This is an optimization exercise on Yosys and OpenROAD, whose aim is small area, not a production implementation. The RTL was checked by simulation tests, not by an equivalence proof against the original design. Power and IR drop assume default switching activity.

==> module seg_dynamic, before the edit <==
module seg_dynamic
(
    input wire sys_clk,
    input wire sys_rst_n,
    input wire [13:0] data,
    input wire [3:0] point,
    input wire seg_en,
    input wire sign,
    output wire stcp,
    output reg shcp,
    output reg ds
);
reg [1:0]  a2;
reg [3:0]  m;
wire [3:0] a = {m[1:0], a2};    
reg [11:0] w;
reg [2:0]  cs;     
wire wtop = w[11] & w[10] & w[5] & w[4];    
wire wend = wtop & w[2];                    
wire ewin = wtop & ~w[2];                   
wire [1:0] wl = w[1:0];
wire [11:0] winc = w + 1'b1;    
always @(posedge sys_clk or negedge sys_rst_n)
    if (!sys_rst_n) begin
        a2 <= 2'd1;
        m <= 4'd0;
        w <= 12'd3124;
    end else begin
        a2 <= a2 + 1'b1;
        if (a2 == 2'd3)
            m <= (m == 4'd11) ? 4'd0 : m + 1'b1;
        if (a == 4'd15)
            w <= winc & ~({12{wend}} & 12'b1100_0011_0101);
    end
wire flag = wend & (a == 4'd0);    
always @(posedge sys_clk or negedge sys_rst_n)
    if (!sys_rst_n)
        cs <= 3'd0;
    else if (flag)
        cs <= {cs[1:0], ~cs[2]};
wire s0 = ~cs[2] & ~cs[0];
wire s1 = ~cs[1] &  cs[0];
wire s2 = ~cs[2] &  cs[1];
wire s3 =  cs[2] &  cs[0];
wire s4 =  cs[1] & ~cs[0];
wire shi = cs[2] & ~cs[0];           
wire codd = cs[2] ^ cs[1] ^ cs[0];
reg [15:0] r;
reg [3:0]  rem;
reg        qf;     
reg        pf;     
wire [1:0] W = wl;
wire load  = ewin & (a == 4'd2) & (W == {1'b0, ~codd});
wire start = ewin & (((W == 2'd0) & (a == 4'd3)) | ((W == 2'd1) & (a == 4'd3)) |
                     ((W == 2'd2) & (a == 4'd2)) | ((W == 2'd3) & (a == 4'd1)));
wire tap16 = ewin & ((W == 2'd0) | ((W == 2'd1) & (a < 4'd3)));
reg  rot;
always @(*)
    case (1'b1)
        s0: rot = ewin & ((W != 2'd3) | (a == 4'd0));
        s1: rot = ewin & (~W[1] | ((W == 2'd2) & (a < 4'd2)));
        default: rot = 1'b0;
    endcase
wire       top  = tap16 ? r[15] : r[14];
wire [3:0] rin  = (start | ~ewin) ? 4'd0 : rem;
wire [2:0] ru   = rin[3:1];
wire       qbit = ru[0] ^ rin[0];                           
reg  [2:0] un;                                              
always @(*)
    case ({ru, top})
        4'b000_0: un = 3'd0;
        4'b000_1: un = 3'd1;
        4'b001_0: un = 3'd2;
        4'b001_1: un = 3'd3;
        4'b010_0: un = 3'd4;
        4'b010_1: un = 3'd0;
        4'b011_0: un = 3'd1;
        4'b011_1: un = 3'd2;
        4'b100_0: un = 3'd3;
        4'b100_1: un = 3'd4;
        default:  un = {2'b00, top};
    endcase
always @(posedge sys_clk) begin
    r   <= {r[14:0], rot ? top : qbit} | {2'b00, {14{load}} & data};
    rem <= {un, top};
    qf  <= start ? qbit : (qf | qbit);
    if (start)
        pf <= (rem != 4'd0);
end
wire [3:0] pc = {point[3], |point[3:2], |point[3:1], |point[3:0]};    
reg  kc, kl;
always @(*)
    case (1'b1)
        s1: begin kc = pc[1]; kl = pc[0]; end
        s2: begin kc = pc[2]; kl = pc[1]; end
        default: begin kc = pc[3]; kl = pc[2]; end
    endcase
reg kc_d, z_d;
always @(posedge sys_clk) begin
    kc_d <= kc;
    z_d  <= (pf | kl) & sign;    
end
wire show = s0 | qf | (rem != 4'd0) | kc_d;
wire [3:0] nib = shi ? 4'd0 : show ? rem : {3'b111, ~z_d};    
reg [3:0] dd;
reg       dot;
always @(posedge sys_clk or negedge sys_rst_n)
    if (!sys_rst_n) begin
        dd  <= 4'd0;
        dot <= 1'b1;
    end else if (flag) begin
        if (seg_en)
            dd <= nib;
        dot <= ~((s0 & point[0]) | (s1 & point[1]) | (s2 & point[2]) | (s3 & point[3]));
    end
reg [7:0] seg;    
always @(*)
    case (dd)
        4'b0000: seg = {dot, 7'b100_0000};    
        4'b0011: seg = {dot, 7'b111_1001};    
        4'b0100: seg = {dot, 7'b010_0100};    
        4'b0111: seg = {dot, 7'b011_0000};    
        4'b1000: seg = {dot, 7'b001_1001};    
        4'b0001: seg = {dot, 7'b001_0010};    
        4'b0010: seg = {dot, 7'b000_0010};    
        4'b0101: seg = {dot, 7'b111_1000};    
        4'b0110: seg = {dot, 7'b000_0000};    
        4'b1001: seg = {dot, 7'b001_0000};    
        4'b1110: seg = 8'b1011_1111;          
        default: seg = 8'b1111_1111;          
    endcase
wire [3:0] sel = {s4, s3, s2, s1};
wire [11:0] frame = {seg[0], seg[1], seg[2], seg[3], seg[4], seg[5], seg[6], seg[7], sel};
reg ds_pre;    
always @(posedge sys_clk)
    ds_pre <= frame[m];
always @(posedge sys_clk or negedge sys_rst_n)
    if (!sys_rst_n) begin
        ds   <= 1'b0;
        shcp <= 1'b0;
    end else begin
        if ((a2 == 2'd1) & shcp)    
            ds <= ds_pre;
        shcp <= a2[1] ~^ a2[0];    
    end
assign stcp = shcp & (a2 == 2'd1) & (m == 4'd0);
endmodule
export LEC_CHECK = 0
export CAP_MARGIN = 20
export CORE_MARGIN = 2
export CORE_UTILIZATION = 60
export SLEW_MARGIN = 20
create_clock -name core_clock -period 10.0 [get_ports {sys_clk}]
standard.sh (not shown) runs the stock make flow with config.mk's settings and CLKGATE_MAP_FILE= SYNTH_SCRIPT=/design/flow/synth_recipe.tcl, a recipe that flattens the netlist after the stock synthesis.
==> flow/flow/run.sh <==
#!/bin/bash
set -euo pipefail
export BUFFER_PORTS_ARGS="-buffer_cell sky130_fd_sc_hd__buf_1"
export CTS_ARGS="-sink_clustering_enable -repair_clock_nets -dont_use_dummy_load -buf_list {sky130_fd_sc_hd__clkbuf_8}"
bash standard.sh > standard_flow.log 2>&1
Then changed:
--- a/flow/design.v
+++ b/flow/design.v
@@ -36,16 +36,10 @@
 always @(posedge sys_clk or negedge sys_rst_n)
     if (!sys_rst_n)
         cs <= 3'd0;
     else if (flag)
-        cs <= {cs[1:0], ~cs[2]};
-wire s0 = ~cs[2] & ~cs[0];
-wire s1 = ~cs[1] &  cs[0];
-wire s2 = ~cs[2] &  cs[1];
-wire s3 =  cs[2] &  cs[0];
-wire s4 =  cs[1] & ~cs[0];
-wire shi = cs[2] & ~cs[0];           
-wire codd = cs[2] ^ cs[1] ^ cs[0];
+        cs <= (cs == 3'd5) ? 3'd0 : cs + 1'b1;
+wire codd = cs[0];
 reg [15:0] r;
 reg [3:0]  rem;
 reg        qf;     
 reg        pf;     
@@ -55,11 +49,11 @@
                      ((W == 2'd2) & (a == 4'd2)) | ((W == 2'd3) & (a == 4'd1)));
 wire tap16 = ewin & ((W == 2'd0) | ((W == 2'd1) & (a < 4'd3)));
 reg  rot;
 always @(*)
-    case (1'b1)
-        s0: rot = ewin & ((W != 2'd3) | (a == 4'd0));
-        s1: rot = ewin & (~W[1] | ((W == 2'd2) & (a < 4'd2)));
+    case (cs)
+        3'd0: rot = ewin & ((W != 2'd3) | (a == 4'd0));
+        3'd1: rot = ewin & (~W[1] | ((W == 2'd2) & (a < 4'd2)));
         default: rot = 1'b0;
     endcase
 wire       top  = tap16 ? r[15] : r[14];
 wire [3:0] rin  = (start | ~ewin) ? 4'd0 : rem;
@@ -89,20 +83,20 @@
 end
 wire [3:0] pc = {point[3], |point[3:2], |point[3:1], |point[3:0]};    
 reg  kc, kl;
 always @(*)
-    case (1'b1)
-        s1: begin kc = pc[1]; kl = pc[0]; end
-        s2: begin kc = pc[2]; kl = pc[1]; end
+    case (cs)
+        3'd1: begin kc = pc[1]; kl = pc[0]; end
+        3'd2: begin kc = pc[2]; kl = pc[1]; end
         default: begin kc = pc[3]; kl = pc[2]; end
     endcase
 reg kc_d, z_d;
 always @(posedge sys_clk) begin
     kc_d <= kc;
     z_d  <= (pf | kl) & sign;    
 end
-wire show = s0 | qf | (rem != 4'd0) | kc_d;
-wire [3:0] nib = shi ? 4'd0 : show ? rem : {3'b111, ~z_d};    
+wire show = (cs[1:0] == 2'd0) | qf | (rem != 4'd0) | kc_d;
+wire [3:0] nib = cs[2] ? 4'd0 : show ? rem : {3'b111, ~z_d};    
 reg [3:0] dd;
 reg       dot;
 always @(posedge sys_clk or negedge sys_rst_n)
     if (!sys_rst_n) begin
@@ -110,9 +104,9 @@
         dot <= 1'b1;
     end else if (flag) begin
         if (seg_en)
             dd <= nib;
-        dot <= ~((s0 & point[0]) | (s1 & point[1]) | (s2 & point[2]) | (s3 & point[3]));
+        dot <= (cs[2]) ? 1'b1 : ~point[cs[1:0]];
     end
 reg [7:0] seg;    
 always @(*)
     case (dd)
@@ -128,9 +122,12 @@
         4'b1001: seg = {dot, 7'b001_0000};    
         4'b1110: seg = 8'b1011_1111;          
         default: seg = 8'b1111_1111;          
     endcase
-wire [3:0] sel = {s4, s3, s2, s1};
+wire [3:0] sel = (cs == 3'd1) ? 4'b0001 :
+                 (cs == 3'd2) ? 4'b0010 :
+                 (cs == 3'd3) ? 4'b0100 :
+                 (cs == 3'd4) ? 4'b1000 : 4'b0000;
 wire [11:0] frame = {seg[0], seg[1], seg[2], seg[3], seg[4], seg[5], seg[6], seg[7], sel};
 reg ds_pre;    
 always @(posedge sys_clk)
     ds_pre <= frame[m];
=> Design area went up by 2.5%; sequential cell count is unchanged; wire length went up by 6.1%; critical path depth stays the same; cell count went up by 1.5%; fmax is about the same; count of clock-buffer cells in the layout is unchanged; sequential share of layout area went down by 1.1 points; register-to-register slack improves by 0.08 ns; total power hardly moves; worst setup slack degrades by 0.014 ns; via count went down by 0.51%.

[what the ideal ports hide]
Ports are ideal in the flow. The routed layouts listed here were re-timed in OpenROAD. Step 1, drivers: a clkbuf_16 drives sys_clk and a buf_2 each remaining input, both assumed. Step 2 times the ports against the registers' clock, not the clock port: input delays grow and output delays shrink by t, the midpoint of the rising clock arrivals with the driver on. Three values: ideal ports, drivers, drivers and shift; two values: the first two.
run | shift t [ns] | setup WS [ns] | worst hold slack (ns) | clock arrival spread, ns
the first run | 0.323 | 5.393 / 5.371 / 5.371 | 0.337 / 0.337 / 0.337 | 0.025 / 0.025
the second run | 0.318 | 5.379 / 5.357 / 5.357 | 0.332 / 0.332 / 0.332 | 0.003 / 0.003
After both steps setup and hold are still met in every run listed.
